Background: an optimization exercise with open tools, aiming at small area, a short achievable clock period and few clock cycles per item. Do not read the settings as production practice. RTL that was checked went through simulation tests only; none was proved equivalent to the original.

Setup of run A:
Design polinomio, start of the top module:
module polinomio(clk, inicio, reset, a, b, c, x, saida, pronto, livre);
For scale: roughly 430 cells after synthesis, ~18 flip-flops, about 85 I/O pins.
export LEC_CHECK = 0
export CAP_MARGIN = 20
export CORE_MARGIN = 2
export CORE_UTILIZATION = 40
export SETUP_SLACK_MARGIN = 2.8
export SLEW_MARGIN = 20
export SYNTH_HIERARCHICAL = 1
create_clock -name core_clock -period 9.0 [get_ports {clk}]
standard.sh (not shown) runs the stock make flow with config.mk's settings and CLKGATE_MAP_FILE= SYNTH_SCRIPT=/design/flow/synth_recipe.tcl, a recipe that flattens the netlist after the stock synthesis.
==> flow/flow/run.sh <==
#!/bin/bash
# Standard ORFS layout, except that the port buffers are sky130_fd_sc_hd__buf_1.
set -o pipefail
cp standard.sh standard.sh.txt
export BUFFER_PORTS_ARGS="-buffer_cell sky130_fd_sc_hd__buf_1"
bash standard.sh > standard.log 2>&1
Testbench counts of run A, summed over its fixed seeds: cycles 6,400, items 3,200.
### run A -> run B
- CORE_UTILIZATION now 60, was 40
==> notes.md <==
In the flow results for run B and run A, the hold slack is smaller on run A.
Taking run A as the reference point, the non-clock buffer instance count of the final layout of run B falls by 1.
Run A completed every stage of the flow, and the final layout passed the timing, DRC and antenna checks.
Run B: done, clean on timing, DRC and antenna
Diff run A -> run B: final critical-path setup slack lower.
Between run B and run A, the time the final worst path needs with I/O delays and setup is higher for run B.
Run B vs run A — via count climbed by a few percent
--- input diff run B..run C ---
- CORE_UTILIZATION changed from 60 to 40
- SETUP_SLACK_MARGIN changed from 2.8 to 3.5
### Flow results
[compare] base=run B new=run C: delay contributed by the slowest stage of the critical path stayed essentially flat; global routing usage on met2 dropped 17 points; die area went up about 50%.
Delta (run C minus run B): height of the die +19 µm; register area +2.5 µm²; clock-buffer cell count +1.

---

main:
polinomio, a different RTL version from the one above (not shown whole).
For scale: roughly 490 cells after synthesis, roughly 85 I/O pins, roughly 4600 um2 of cells after synthesis.
export LEC_CHECK = 0
export CAP_MARGIN = 20
export CORE_MARGIN = 2
export CORE_UTILIZATION = 40
export SETUP_SLACK_MARGIN = 2.8
export SLEW_MARGIN = 20
export SYNTH_HIERARCHICAL = 1
create_clock -name core_clock -period 9.0 [get_ports {clk}]
Scripts as last shown in full above: flow/flow/run.sh
Inputs modified between main and the feature branch:
# main
export LEC_CHECK = 0
export CAP_MARGIN = 20
export CORE_MARGIN = 2
export CORE_UTILIZATION = 40
export SETUP_SLACK_MARGIN = 2.8
export SLEW_MARGIN = 20
export SYNTH_HIERARCHICAL = 1
create_clock -name core_clock -period 9.0 [get_ports {clk}]
# the feature branch
export LEC_CHECK = 0
export CAP_MARGIN = 20
export CORE_MARGIN = 2
export CORE_UTILIZATION = 40
export SLEW_MARGIN = 20
export SYNTH_HIERARCHICAL = 1
create_clock -name core_clock -period 9.0 [get_ports {clk}]
Findings:
- On total I/O pin count, main and the feature branch are basically level.
- Worst setup path startpoint = x[3]: the feature branch; worst setup path startpoint = a[1]: main
- Sum of routed wire segments on met1 ends up lower on the feature branch.
- Per the comparison of the feature branch with main, final core area utilization went down by 2.3 points; shortest clock period the worst path allows after layout increased 570 ps; post-DP HPWL shrank by 1.4%; global-route usage went down by 0.74 points.
- Going from main to the feature branch, number of post-CTS setup repair buffers saw a decrease, wire length saw a decrease.
- The feature branch vs main: arrival time at the worst endpoint up
Function was not checked in any run of this note: the RTL went through the layout flow alone.

---

== run 1 ==
Another version of the RTL of polinomio (not shown whole).
Size: about 410 cells after synthesis, ~18 flip-flops.
## polinomio
module polinomio(clk, inicio, reset, a, b, c, x, saida, pronto, livre);
    input clk;
    input inicio;
    input reset;
    input [15:0] a;
    input [15:0] b;
    input [15:0] c;
    input [15:0] x;
    output [15:0] saida;
    output pronto;
    output livre;
    reg [15:0] acc;
    reg livre_r;    
    reg pronto_r;
    wire [15:0] m = livre_r ? a : acc;
    wire [15:0] kn = livre_r ? ~b : ~c;    
    wire [15:0] y;
    mac16 u0(m, x, kn, y);
    always @(posedge clk) begin
        acc <= y;
        if (reset) begin
            livre_r <= 1'b1;
            pronto_r <= 1'b0;
        end else begin
            livre_r <= ~(livre_r & inicio);
            pronto_r <= ~livre_r;
        end
    end
    assign saida = acc;
    assign pronto = pronto_r;
    assign livre = livre_r;
endmodule
clock: 9.0 ns
lec_check: 0
cap_margin: 20
core_margin: 2
core_utilization: 40
setup_slack_margin: 3.0
slew_margin: 20
synth_hierarchical: 1
==> flow/flow/run.sh <==
#!/bin/bash
# Standard ORFS layout with two changes: the port buffers are
# sky130_fd_sc_hd__buf_1, and after the floorplan every combinational cell is
# set to its smallest drive strength (downsize.tcl), so that the later timing
# repair only upsizes the cells that need it.
set -euo pipefail
export BUFFER_PORTS_ARGS="-buffer_cell sky130_fd_sc_hd__buf_1"
bash standard.sh floorplan > floorplan.log 2>&1
R=orfs/results/$FLOW_PLATFORM/polinomio/base
openroad -no_init -exit flow/downsize.tcl > downsize.log 2>&1
bash standard.sh finish > finish.log 2>&1
==> flow/flow/downsize.tcl <==
# Set each combinational cell of the floorplan to the smallest drive strength
# of its function (same name with _1, or _0 where that exists).
set r orfs/results/$::env(FLOW_PLATFORM)/polinomio/base
foreach lib [glob $::env(FLOW_HOME)/platforms/$::env(FLOW_PLATFORM)/lib/*tt*.lib] { read_liberty $lib }
read_db $r/2_floorplan.odb
set n 0
foreach inst [[ord::get_db_block] getInsts] {
  set m [[$inst getMaster] getName]
  if {![regexp {^(sky130_fd_sc_hd__)(mux2i?|a\w+|o\w+|nand\w*|nor\w*|and\w*|or\w*|xor\w*|xnor\w*|inv|ha|fa)_(\d+)$} $m -> pre fn sz]} { continue }
  if {$sz <= 1} { continue }
  foreach s {1} {
    set cand ${pre}${fn}_$s
    if {[[ord::get_db] findMaster $cand] ne "NULL"} {
      if {[catch {replace_cell [$inst getName] $cand} err]} { puts "skip [$inst getName]: $err" } else { incr n; puts "[$inst getName] $m -> $cand" }
      break
    }
  }
}
puts "downsized $n cells"
write_db $r/2_floorplan.odb
Testbench counts of run 1, summed over its fixed seeds: cycles 6,400, items 3,200.
For run 2, these inputs were changed with respect to run 1:
- swapping 3.0 for 3.4 in SETUP_SLACK_MARGIN
==> flow/flow/run.sh <==
#!/bin/bash
# Standard ORFS layout, except that the port buffers are sky130_fd_sc_hd__buf_1.
set -o pipefail
cp standard.sh standard.sh.txt
export BUFFER_PORTS_ARGS="-buffer_cell sky130_fd_sc_hd__buf_1"
bash standard.sh > standard.log 2>&1
removed: flow/flow/downsize.tcl
## What came out
Looking at post-cts sizing count, run 2 sits 28 higher than run 1 does.
Compared run 2 against run 1; largest clock skew in the final design within noise.
Run comparison: run 2 launching element of the worst setup path a[8]; run 1 launching element of the worst setup path a[5]
For violation count after the first detailed-routing iteration, dividing the value from run 2 by the value from run 1 gives 1.15.
Compared with run 1, in run 2 first-pass GRT wire length went up; area overhead of the layout relative to synthesis went up.
Setup changes, run 2 to run 3
- SETUP_SLACK_MARGIN changed from 3.4 to 3.3
==> flow/flow/run.sh <==
#!/bin/bash
# Standard ORFS layout with two changes: the port buffers are
# sky130_fd_sc_hd__buf_1, and after the floorplan every combinational cell is
# set to its smallest drive strength (downsize.tcl), so that the later timing
# repair only upsizes the cells that need it.
set -euo pipefail
export BUFFER_PORTS_ARGS="-buffer_cell sky130_fd_sc_hd__buf_1"
bash standard.sh floorplan > floorplan.log 2>&1
R=orfs/results/$FLOW_PLATFORM/polinomio/base
openroad -no_init -exit flow/downsize.tcl > downsize.log 2>&1
bash standard.sh finish > finish.log 2>&1
==> flow/flow/downsize.tcl (new file) <==
# Set each combinational cell of the floorplan to the smallest drive strength
# of its function (same name with _1, or _0 where that exists).
set r orfs/results/$::env(FLOW_PLATFORM)/polinomio/base
foreach lib [glob $::env(FLOW_HOME)/platforms/$::env(FLOW_PLATFORM)/lib/*tt*.lib] { read_liberty $lib }
read_db $r/2_floorplan.odb
set n 0
foreach inst [[ord::get_db_block] getInsts] {
  set m [[$inst getMaster] getName]
  if {![regexp {^(sky130_fd_sc_hd__)(mux2i?|a\w+|o\w+|nand\w*|nor\w*|and\w*|or\w*|xor\w*|xnor\w*|inv|ha|fa)_(\d+)$} $m -> pre fn sz]} { continue }
  if {$sz <= 1} { continue }
  foreach s {1} {
    set cand ${pre}${fn}_$s
    if {[[ord::get_db] findMaster $cand] ne "NULL"} {
      if {[catch {replace_cell [$inst getName] $cand} err]} { puts "skip [$inst getName]: $err" } else { incr n; puts "[$inst getName] $m -> $cand" }
      break
    }
  }
}
puts "downsized $n cells"
write_db $r/2_floorplan.odb
## What came out
Run 3 ended with every stage complete and zero timing, DRC or antenna violations.
Comparing combined global-route utilization of all metal layers for run 2 and run 3, the bigger number came from run 2.
Summary — via count of the first global-routing pass, run 3 relative to run 2: lower, by 98.
Run 2 has lower clock period minus worst slack than run 3.
> inputs changed (run 3 -> run 4)
- changing SETUP_SLACK_MARGIN from 3.3 to 3.2
==> flow/flow/run.sh <==
#!/bin/bash
# Standard ORFS layout, except that the port buffers are sky130_fd_sc_hd__buf_1.
set -o pipefail
cp standard.sh standard.sh.txt
export BUFFER_PORTS_ARGS="-buffer_cell sky130_fd_sc_hd__buf_1"
bash standard.sh > standard.log 2>&1
removed: flow/flow/downsize.tcl
Notes after the runs:
In run 4 relative to run 3, largest net degree at the start of global routing had gone up by more than 10%. Lower stage delay of the slowest cell on the critical path goes to run 4 over run 3. In terms of clock slew at the register clock pins of the worst setup and hold paths, run 4 and run 3 differ only marginally. Relative to run 3, the non-clock buffer count measured on run 4 has decreased by more than 10%. The clock period minus final worst setup slack in run 4 sits 0.0092 ns below the value recorded for run 3. Run 4 vs. run 3: slew at the pin closest to its max-slew limit went up; sequential cell area in the final layout comparable; via count lower. Compared to run 3, run 4 leaves more free space in the core. Number of resized instances in the post-cts repair step: run 4 vs run 3 down 20. In terms of final critical-path share of the clock period, run 3 and run 4 differ only marginally.
diff inputs: run 4 => run 5
- SETUP_SLACK_MARGIN changed from 3.2 to 3.0
## What came out
Against run 4, number of standard cells in the layout, taps in and fillers out in run 5 fell slightly. Of run 4 and run 5, run 4 shows the higher number of vias after detailed routing, with run 5 below it.
Input changes introduced in run 6 (baseline for comparison: run 5):
- swapping 3.0 for 3.2 in SETUP_SLACK_MARGIN
- swapping 40 for 55 in CORE_UTILIZATION
==> flow/flow/run.sh <==
#!/bin/bash
# Standard ORFS layout with two changes: the port buffers are
# sky130_fd_sc_hd__buf_1, and after the floorplan every combinational cell is
# set to its smallest drive strength (downsize.tcl), so that the later timing
# repair only upsizes the cells that need it.
set -euo pipefail
export BUFFER_PORTS_ARGS="-buffer_cell sky130_fd_sc_hd__buf_1"
bash standard.sh floorplan > floorplan.log 2>&1
R=orfs/results/$FLOW_PLATFORM/polinomio/base
openroad -no_init -exit flow/downsize.tcl > downsize.log 2>&1
bash standard.sh finish > finish.log 2>&1
==> flow/flow/downsize.tcl (new file) <==
# Set each combinational cell of the floorplan to the smallest drive strength
# of its function (same name with _1, or _0 where that exists).
set r orfs/results/$::env(FLOW_PLATFORM)/polinomio/base
foreach lib [glob $::env(FLOW_HOME)/platforms/$::env(FLOW_PLATFORM)/lib/*tt*.lib] { read_liberty $lib }
read_db $r/2_floorplan.odb
set n 0
foreach inst [[ord::get_db_block] getInsts] {
  set m [[$inst getMaster] getName]
  if {![regexp {^(sky130_fd_sc_hd__)(mux2i?|a\w+|o\w+|nand\w*|nor\w*|and\w*|or\w*|xor\w*|xnor\w*|inv|ha|fa)_(\d+)$} $m -> pre fn sz]} { continue }
  if {$sz <= 1} { continue }
  foreach s {1} {
    set cand ${pre}${fn}_$s
    if {[[ord::get_db] findMaster $cand] ne "NULL"} {
      if {[catch {replace_cell [$inst getName] $cand} err]} { puts "skip [$inst getName]: $err" } else { incr n; puts "[$inst getName] $m -> $cand" }
      break
    }
  }
}
puts "downsized $n cells"
write_db $r/2_floorplan.odb
### Flow results
- Taking run 5 as the reference, in run 6 final design area excluding fillers up 140 um2, global-route wire length before repair down 740 um, initial standard-cell utilization of the core up 15 points.
- Compared with run 5, placeable core region in run 6 decreased by more than a quarter.
- Measured against run 5, the die height of run 6 comes out at 0.858 times the reference value.

==> separate check: timing with driven ports <==
The flow's constraints put no driver on any port. The routed layouts listed below were extracted and timed again, unchanged, in two steps. Step 1 (the two cells are an assumption about what drives the block):
set clk [get_ports {clk}]
set_driving_cell -lib_cell sky130_fd_sc_hd__clkbuf_16 $clk
set_driving_cell -lib_cell sky130_fd_sc_hd__buf_2 [delete_from_list [all_inputs] $clk]
Step 2 times the ports against the registers' clock, not the clock port: input delays grow and output delays shrink by t, the midpoint of the rising clock arrivals with the driver on. Three values: ideal ports, drivers, drivers and shift; two values: the first two.
| run | t, ns | setup slack, ns | worst hold slack (ns) | clock arrival spread, ns | worst register clock-pin slew, ns |
|---|---|---|---|---|---|
| run A | 0.287 | 3.051 / 3.055 / 2.768 | 0.632 / 0.632 / 0.632 | 0.002 / 0.002 | 0.08 / 0.08 |
| run B | 0.294 | 3.004 / 3.010 / 2.716 | 0.890 / 0.890 / 0.890 | 0.004 / 0.004 | 0.08 / 0.08 |
| run C | 0.302 | 3.344 / 3.339 / 3.037 | 0.737 / 0.737 / 0.737 | 0.006 / 0.005 | 0.09 / 0.09 |
| main | 0.279 | 2.940 / 2.951 / 2.673 | 0.654 / 0.654 / 0.654 | 0.003 / 0.003 | 0.06 / 0.06 |
| the feature branch | 0.280 | 2.370 / 2.372 / 2.092 | 0.636 / 0.636 / 0.636 | 0.004 / 0.003 | 0.06 / 0.06 |
| run 1 | 0.298 | 3.173 / 3.171 / 2.873 | 0.616 / 0.616 / 0.616 | 0.009 / 0.009 | 0.08 / 0.08 |
| run 2 | 0.292 | 3.420 / 3.433 / 3.141 | 0.617 / 0.617 / 0.617 | 0.010 / 0.010 | 0.08 / 0.08 |
| run 3 | 0.292 | 3.334 / 3.347 / 3.055 | 0.565 / 0.565 / 0.565 | 0.006 / 0.006 | 0.08 / 0.08 |
| run 4 | 0.291 | 3.343 / 3.355 / 3.064 | 0.457 / 0.457 / 0.457 | 0.010 / 0.010 | 0.09 / 0.09 |
| run 5 | 0.291 | 3.230 / 3.239 / 2.948 | 0.458 / 0.458 / 0.458 | 0.010 / 0.010 | 0.09 / 0.09 |
| run 6 | 0.292 | 3.327 / 3.337 / 3.045 | 0.628 / 0.628 / 0.628 | 0.002 / 0.002 | 0.08 / 0.08 |
After both steps setup and hold are still met in every run listed. The setup slack of run C, which loses most, moves by -0.005 ns with the drivers and by -0.307 ns with both steps.
